This is an optimization exercise on Yosys and OpenROAD, whose aim is a short achievable clock period and few clock cycles, not a production implementation.
Function was checked by simulation only, so behaviour that the tests miss may differ from the original.
Power figures rest on the tool's default switching activity, not on a simulated workload.

==> raven: inputs <==
==> flow/design.v <==
`timescale 1ns / 1ps
module CPU(
input clk,
input reset,                     
input[15:0] io_read_dataP5R1,    
input button_a,
input button_b,
input button_model,
output[15:0] ledF6K2,            
output[31:0] digit,              
output[13:0] imem_addr,          
input[31:0] imem_data,           
output[13:0] dmem_addr,          
output[31:0] dmem_wdata,         
output dmem_we,                  
input[31:0] dmem_rdata           
    );
    localparam OP_LOAD  = 7'b000_0011;
    localparam OP_STORE = 7'b010_0011;
    localparam OP_BR    = 7'b110_0011;
    localparam OP_JAL   = 7'b110_1111;
    localparam OP_JALR  = 7'b110_0111;
    localparam OP_R     = 7'b011_0011;
    localparam OP_I     = 7'b001_0011;
    integer i;
    reg [31:0] pcF;              
    reg        vX;               
    reg [31:0] irX, pcX;
    reg [31:0] linkX;            
    reg [31:0] altX;             
    reg        predTX;           
    reg        hzX;              
    reg [31:0] oh1X, oh2X;       
    reg [31:0] ras;              
    reg [1023:0] rf;             
    reg        mLoad;
    reg [4:0]  mRd;
    reg [2:0]  mF3;
    reg        mIo;
    reg [31:0] mIoVal;
    reg [13:0] dAddr;
    reg [31:0] dWdata;
    reg        dWe;
    reg        ioW;
    reg [1:0]  ioLed;            
    reg [31:0] ioData;
    reg [15:0] led;
    reg [31:0] dig;
    assign imem_addr  = pcF[15:2];
    assign dmem_addr  = dAddr;
    assign dmem_wdata = dWdata;
    assign dmem_we    = dWe;
    assign ledF6K2    = led;
    assign digit      = dig;
    wire [31:0] insF  = imem_data;
    wire [6:0]  opF   = insF[6:0];
    wire isJalF  = opF == OP_JAL;
    wire isJalrF = opF == OP_JALR;
    wire isBrF   = opF == OP_BR;
    wire [31:0] immJF = {{12{insF[31]}}, insF[19:12], insF[20], insF[30:21], 1'b0};
    wire [31:0] immBF = {{20{insF[31]}}, insF[7], insF[30:25], insF[11:8], 1'b0};
    wire [31:0] pc4F  = pcF + 32'd4;
    wire [31:0] tgtJF = pcF + immJF;
    wire [31:0] tgtBF = pcF + immBF;
    wire brTakeF = isBrF & insF[31];
    wire [31:0] predF = isJalF ? tgtJF : brTakeF ? tgtBF : isJalrF ? ras : pc4F;
    wire use1F = opF != OP_JAL;
    wire use2F = (opF == OP_R) | (opF == OP_STORE) | (opF == OP_BR);
    wire [6:0] opX = irX[6:0];
    wire [4:0] rdX = irX[11:7];
    wire [2:0] f3X = irX[14:12];
    wire isLoadX  = opX == OP_LOAD;
    wire isStoreX = opX == OP_STORE;
    wire isBrX    = opX == OP_BR;
    wire isJalX   = opX == OP_JAL;
    wire isJalrX  = opX == OP_JALR;
    wire isRX     = opX == OP_R;
    wire isIX     = opX == OP_I;
    wire stallX = vX & hzX;
    wire exX    = vX & ~hzX;
    reg [31:0] a, b;
    always @* begin
        a = 32'd0;
        b = 32'd0;
        for (i = 0; i < 32; i = i + 1) begin
            a = a | (rf[i*32 +: 32] & {32{oh1X[i]}});
            b = b | (rf[i*32 +: 32] & {32{oh2X[i]}});
        end
    end
    wire [31:0] immIX = {{20{irX[31]}}, irX[31:20]};
    wire [31:0] immSX = {{20{irX[31]}}, irX[31:25], irX[11:7]};
    wire [31:0] op2X = isRX ? b : immIX;
    wire        subX = irX[30];
    wire [31:0] addX = subX ? a - op2X : a + op2X;
    wire        shBig = |irX[31:25];
    wire [31:0] sllX = shBig ? 32'd0 : a << irX[24:20];
    wire [31:0] srlX = shBig ? 32'd0 : a >> irX[24:20];
    reg  [31:0] aluX;
    always @* begin
        case (f3X)
            3'b000: aluX = addX;
            3'b111: aluX = a & op2X;
            3'b110: aluX = a | op2X;
            3'b001: aluX = isIX ? sllX : 32'd0;
            3'b101: aluX = isIX ? srlX : 32'd0;
            default: aluX = 32'd0;
        endcase
    end
    wire [31:0] resX = isJalX ? linkX : aluX;
    wire weX = exX & (isRX | isIX | (isJalX & rdX == 5'd1));
    wire eqX  = a == b;
    wire ltuX = a < b;
    wire ltX  = (a[31] ^ b[31]) ? a[31] : ltuX;
    reg takeX;
    always @* begin
        case (f3X)
            3'b000: takeX = eqX;
            3'b001: takeX = ~eqX;
            3'b100: takeX = ltX;
            3'b101: takeX = ~ltX;
            3'b110: takeX = ltuX;
            3'b111: takeX = ~ltuX;
            default: takeX = 1'b0;
        endcase
    end
    wire redirX = exX & ((isBrX & (takeX ^ predTX)) | (isJalrX & (a != pcF)));
    wire [31:0] redirTgt = isJalrX ? a : altX;
    wire [31:0] memA = a + (isStoreX ? immSX : immIX);
    wire ioA = &memA[31:10];
    wire [31:0] rdM = mIo ? mIoVal : dmem_rdata;
    wire [31:0] ldM = (mF3 == 3'b100) ? {24'd0, rdM[7:0]} :
                      (mF3 == 3'b000) ? {{24{rdM[7]}}, rdM[7:0]} : rdM;
    always @(posedge clk or negedge reset) begin
        if (reset == 1'b0) begin
            pcF <= 32'd0;
            vX <= 1'b0;
            irX <= 32'd0;
            pcX <= 32'd0;
            linkX <= 32'd0;
            altX <= 32'd0;
            predTX <= 1'b0;
            hzX <= 1'b0;
            oh1X <= 32'd0;
            oh2X <= 32'd0;
            ras <= 32'd0;
        end else begin
            if (redirX) begin
                pcF <= redirTgt;
                vX <= 1'b0;
                hzX <= 1'b0;
            end else if (stallX) begin
                hzX <= 1'b0;
            end else begin
                pcF <= predF;
                vX <= 1'b1;
                irX <= insF;
                pcX <= pcF;
                linkX <= pc4F;
                altX <= insF[31] ? pc4F : tgtBF;
                predTX <= insF[31];
                hzX <= exX & isLoadX &
                       ((use1F & insF[19:15] == rdX) | (use2F & insF[24:20] == rdX));
                for (i = 0; i < 32; i = i + 1) begin
                    oh1X[i] <= insF[19:15] == i;
                    oh2X[i] <= insF[24:20] == i;
                end
            end
            if (exX & isJalX & rdX == 5'd1) ras <= linkX;
        end
    end
    always @(posedge clk or negedge reset) begin
        if (reset == 1'b0) begin
            rf <= 1024'd0;
        end else begin
            for (i = 0; i < 32; i = i + 1) begin
                if (weX && rdX == i)
                    rf[i*32 +: 32] <= resX;
                else if (mLoad && mRd == i)
                    rf[i*32 +: 32] <= ldM;
            end
        end
    end
    always @(posedge clk or negedge reset) begin
        if (reset == 1'b0) begin
            mLoad <= 1'b0;
            mRd <= 5'd0;
            mF3 <= 3'd0;
            mIo <= 1'b0;
            mIoVal <= 32'd0;
            dAddr <= 14'd0;
            dWdata <= 32'd0;
            dWe <= 1'b0;
            ioW <= 1'b0;
            ioLed <= 2'd0;
            ioData <= 32'd0;
        end else begin
            mLoad <= exX & isLoadX;
            mRd <= rdX;
            mF3 <= f3X;
            mIo <= ioA;
            mIoVal <= (memA == 32'hffff_fc74) ? {31'd0, button_a} :
                      (memA == 32'hffff_fc78) ? {31'd0, button_b} :
                      (memA == 32'hffff_fc88) ? {31'd0, button_model} :
                      {16'd0, io_read_dataP5R1};
            dAddr <= memA[13:0];
            dWdata <= b;
            dWe <= exX & isStoreX & ~ioA;
            ioW <= exX & isStoreX & ioA;
            ioLed <= (memA == 32'hffff_fc7c) ? 2'b10 :
                     (memA == 32'hffff_fc80) ? 2'b01 :
                     (memA == 32'hffff_fc84) ? 2'b11 : 2'b00;
            ioData <= b;
        end
    end
    always @(posedge clk or negedge reset) begin
        if (reset == 1'b0) begin
            led <= 16'd0;
            dig <= 32'd0;
        end else if (ioW) begin
            dig <= ioData;
            case (ioLed)
                2'b10: led <= {ioData[7:0], led[7:0]};
                2'b01: led <= {led[15:8], ioData[7:0]};
                2'b11: led <= ioData[15:0];
                default: led <= led;
            endcase
        end
    end
endmodule
==> flow/run.sh <==
#!/bin/bash
# synth_recipe.tcl (not shown) runs the flow's synth.tcl, then flattens the netlist and writes it again
# the make line also repeats each setting of config.mk as NAME=value (left out here)
make -C /OpenROAD-flow-scripts/flow DESIGN_CONFIG=/design/flow/config.mk WORK_HOME=/design/flow/orfs CLKGATE_MAP_FILE= SYNTH_SCRIPT=/design/flow/synth_recipe.tcl finish
==> flow/config.mk <==
export PLATFORM = sky130hd
export DESIGN_NAME = CPU
export DESIGN_NICKNAME = CPU
export VERILOG_FILES = /design/flow/design.v
export SDC_FILE = /design/flow/constraint.sdc
export NUM_CORES = 4
export LEC_CHECK = 0
export CAP_MARGIN = 20
export CORE_MARGIN = 2
export CORE_UTILIZATION = 30
export SETUP_SLACK_MARGIN = 0.2
export SLEW_MARGIN = 20
==> flow/constraint.sdc <==
create_clock -name core_clock -period 14.0 [get_ports {clk}]
set_input_delay 2.8000 -clock core_clock [delete_from_list [all_inputs] [get_ports {clk}]]
set_output_delay 2.8000 -clock core_clock [all_outputs]
set_load 0.01 [all_outputs]
==> inputs of fjord, as changes to raven <==
--- a/flow/design.v
+++ b/flow/design.v
@@ -26,11 +26,11 @@
     reg [31:0] pcF;              
     reg        vX;               
     reg [31:0] irX, pcX;
+    reg [31:0] aX, bX;           
     reg [31:0] linkX;            
     reg [31:0] altX;             
     reg        predTX;           
-    reg        hzX;              
-    reg [31:0] oh1X, oh2X;       
+    reg        hz1X, hz2X;       
     reg [31:0] ras;              
     reg [1023:0] rf;             
     reg        mLoad;
@@ -52,20 +52,6 @@
     assign dmem_we    = dWe;
     assign ledF6K2    = led;
     assign digit      = dig;
-    wire [31:0] insF  = imem_data;
-    wire [6:0]  opF   = insF[6:0];
-    wire isJalF  = opF == OP_JAL;
-    wire isJalrF = opF == OP_JALR;
-    wire isBrF   = opF == OP_BR;
-    wire [31:0] immJF = {{12{insF[31]}}, insF[19:12], insF[20], insF[30:21], 1'b0};
-    wire [31:0] immBF = {{20{insF[31]}}, insF[7], insF[30:25], insF[11:8], 1'b0};
-    wire [31:0] pc4F  = pcF + 32'd4;
-    wire [31:0] tgtJF = pcF + immJF;
-    wire [31:0] tgtBF = pcF + immBF;
-    wire brTakeF = isBrF & insF[31];
-    wire [31:0] predF = isJalF ? tgtJF : brTakeF ? tgtBF : isJalrF ? ras : pc4F;
-    wire use1F = opF != OP_JAL;
-    wire use2F = (opF == OP_R) | (opF == OP_STORE) | (opF == OP_BR);
     wire [6:0] opX = irX[6:0];
     wire [4:0] rdX = irX[11:7];
     wire [2:0] f3X = irX[14:12];
@@ -76,17 +62,10 @@
     wire isJalrX  = opX == OP_JALR;
     wire isRX     = opX == OP_R;
     wire isIX     = opX == OP_I;
-    wire stallX = vX & hzX;
-    wire exX    = vX & ~hzX;
-    reg [31:0] a, b;
-    always @* begin
-        a = 32'd0;
-        b = 32'd0;
-        for (i = 0; i < 32; i = i + 1) begin
-            a = a | (rf[i*32 +: 32] & {32{oh1X[i]}});
-            b = b | (rf[i*32 +: 32] & {32{oh2X[i]}});
-        end
-    end
+    wire stallX = vX & (hz1X | hz2X);
+    wire exX    = vX & ~(hz1X | hz2X);
+    wire [31:0] a = aX;
+    wire [31:0] b = bX;
     wire [31:0] immIX = {{20{irX[31]}}, irX[31:20]};
     wire [31:0] immSX = {{20{irX[31]}}, irX[31:25], irX[11:7]};
     wire [31:0] op2X = isRX ? b : immIX;
@@ -130,40 +109,73 @@
     wire [31:0] rdM = mIo ? mIoVal : dmem_rdata;
     wire [31:0] ldM = (mF3 == 3'b100) ? {24'd0, rdM[7:0]} :
                       (mF3 == 3'b000) ? {{24{rdM[7]}}, rdM[7:0]} : rdM;
+    wire [31:0] insF  = imem_data;
+    wire [6:0]  opF   = insF[6:0];
+    wire [4:0]  rs1F  = insF[19:15];
+    wire [4:0]  rs2F  = insF[24:20];
+    wire isJalF  = opF == OP_JAL;
+    wire isJalrF = opF == OP_JALR;
+    wire isBrF   = opF == OP_BR;
+    wire [31:0] immJF = {{12{insF[31]}}, insF[19:12], insF[20], insF[30:21], 1'b0};
+    wire [31:0] immBF = {{20{insF[31]}}, insF[7], insF[30:25], insF[11:8], 1'b0};
+    wire [31:0] pc4F  = pcF + 32'd4;
+    wire [31:0] tgtJF = pcF + immJF;
+    wire [31:0] tgtBF = pcF + immBF;
+    wire brTakeF = isBrF & insF[31];
+    wire [31:0] predF = isJalF ? tgtJF : brTakeF ? tgtBF : isJalrF ? ras : pc4F;
+    wire use1F = opF != OP_JAL;
+    wire use2F = (opF == OP_R) | (opF == OP_STORE) | (opF == OP_BR);
+    reg [31:0] rf1F, rf2F;
+    always @* begin
+        rf1F = 32'd0;
+        rf2F = 32'd0;
+        for (i = 0; i < 32; i = i + 1) begin
+            rf1F = rf1F | (rf[i*32 +: 32] & {32{rs1F == i}});
+            rf2F = rf2F | (rf[i*32 +: 32] & {32{rs2F == i}});
+        end
+    end
+    wire fx1 = weX & (rdX == rs1F);
+    wire fx2 = weX & (rdX == rs2F);
+    wire fm1 = mLoad & (mRd == rs1F);
+    wire fm2 = mLoad & (mRd == rs2F);
+    wire [31:0] aF = fx1 ? resX : fm1 ? ldM : rf1F;
+    wire [31:0] bF = fx2 ? resX : fm2 ? ldM : rf2F;
+    wire ldX = exX & isLoadX;
     always @(posedge clk or negedge reset) begin
         if (reset == 1'b0) begin
             pcF <= 32'd0;
             vX <= 1'b0;
             irX <= 32'd0;
             pcX <= 32'd0;
+            aX <= 32'd0;
+            bX <= 32'd0;
             linkX <= 32'd0;
             altX <= 32'd0;
             predTX <= 1'b0;
-            hzX <= 1'b0;
-            oh1X <= 32'd0;
-            oh2X <= 32'd0;
+            hz1X <= 1'b0;
+            hz2X <= 1'b0;
             ras <= 32'd0;
         end else begin
-            if (redirX) begin
+            if (redirX)
                 pcF <= redirTgt;
-                vX <= 1'b0;
-                hzX <= 1'b0;
-            end else if (stallX) begin
-                hzX <= 1'b0;
+            else if (!stallX)
+                pcF <= predF;
+            if (stallX) begin
+                if (hz1X) aX <= ldM;
+                if (hz2X) bX <= ldM;
+                hz1X <= 1'b0;
+                hz2X <= 1'b0;
             end else begin
-                pcF <= predF;
-                vX <= 1'b1;
+                vX <= ~redirX;
                 irX <= insF;
                 pcX <= pcF;
+                aX <= aF;
+                bX <= bF;
                 linkX <= pc4F;
                 altX <= insF[31] ? pc4F : tgtBF;
                 predTX <= insF[31];
-                hzX <= exX & isLoadX &
-                       ((use1F & insF[19:15] == rdX) | (use2F & insF[24:20] == rdX));
-                for (i = 0; i < 32; i = i + 1) begin
-                    oh1X[i] <= insF[19:15] == i;
-                    oh2X[i] <= insF[24:20] == i;
-                end
+                hz1X <= ldX & use1F & (rs1F == rdX);
+                hz2X <= ldX & use2F & (rs2F == rdX);
             end
             if (exX & isJalX & rdX == 5'd1) ras <= linkX;
         end
@@ -194,7 +206,7 @@
             ioLed <= 2'd0;
             ioData <= 32'd0;
         end else begin
-            mLoad <= exX & isLoadX;
+            mLoad <= ldX;
             mRd <= rdX;
             mF3 <= f3X;
             mIo <= ioA;
ABC_CLOCK_PERIOD_IN_PS = 3000   (was default)
CORE_UTILIZATION = 40   (was 30)
SETUP_SLACK_MARGIN = 5   (was 0.2)
==> comparison table <==
Area taken by multi-input logic gates: fjord 49700 um^2; raven 47200 um^2
Proportion of netlist area held by the largest area contributor: fjord 39.3%; raven 40.3%
Result of the run: fjord complete, no violations; raven complete, no violations
Die height: fjord 471 um; raven 536 um
Power attributed to combinational cells: fjord 3.65 mW; raven 3.58 mW
Total routing resource utilization after global routing: fjord 45.6%; raven 37.1%
Leak Pwr: fjord 34.2 nW; raven 32.5 nW
Multi-input combinational gate total: fjord 7823; raven 7299
Fill cell instance count of the final layout: fjord 20800; raven 28500
Seq. cell area: fjord 34300 um^2; raven 34300 um^2
Final non-filler cell total: fjord 13100; raven 13400
Most prevalent standard cell on the critical path: fjord nand2_1; raven buf_4
Largest net degree at the start of global routing: fjord 163; raven 175
Post-Place Cell Area: fjord 92800 um^2; raven 91400 um^2
Per-instance average area after synthesis: fjord 8.40 um^2; raven 8.67 um^2
Post-layout total power: fjord 13.2 mW; raven 13.0 mW
Reported clock group power: fjord 4.74 mW; raven 4.64 mW
Total vias in the final route: fjord 97500; raven 94000
Clk buf depth: fjord 3; raven 4
Fmax: fjord 0.142 GHz; raven 0.112 GHz
Internal: fjord 8.37 mW; raven 8.17 mW
Depth of the critical timing path with buffers and inverters included: fjord 23; raven 19
Count of inverters other than clock inverters in the layout: fjord 94; raven 123
CTS Buf Count: fjord 163; raven 170
Global-route wire length before repair: fjord 718000 um; raven 743000 um
Crit Reg-Reg Endpoint: fjord rf[345]$_DFFE_PN0P_; raven linkX[4]$_DFFE_PN0P_
Number of distinct standard cells referenced by the synthesized netlist: fjord 106; raven 96
Testbench counts of raven, summed over its fixed seeds: cycles 135,709.
Testbench counts of fjord, summed over its fixed seeds: cycles 135,709.

==> static timing again, ports no longer ideal <==
How much do the figures lean on ideal ports? The routed layouts below were timed once more, with nothing changed but the port constraints. Step 1, drivers: a clkbuf_16 drives clk and a buf_2 each remaining input, both assumed. Step 2 times the ports against the registers' clock, not the clock port: input delays grow and output delays shrink by t, the midpoint of the rising clock arrivals with the driver on. Slacks: ideal ports / drivers / drivers and shift; pairs: ideal ports / drivers.
| run | shift t [ns] | setup WS [ns] | hold slack, ns | clock arrival spread, ns |
|---|---|---|---|---|
| raven | 0.956 | 5.103 / 5.103 / 5.103 | 0.472 / 0.472 / 0.472 | 0.129 / 0.129 |
| fjord | 0.972 | 6.938 / 6.938 / 6.402 | 0.467 / 0.467 / 0.467 | 0.081 / 0.081 |
After both steps every run listed still meets setup and hold. The setup slack of fjord, which loses most, moves by 0.000 ns with the drivers and by -0.536 ns with both steps.
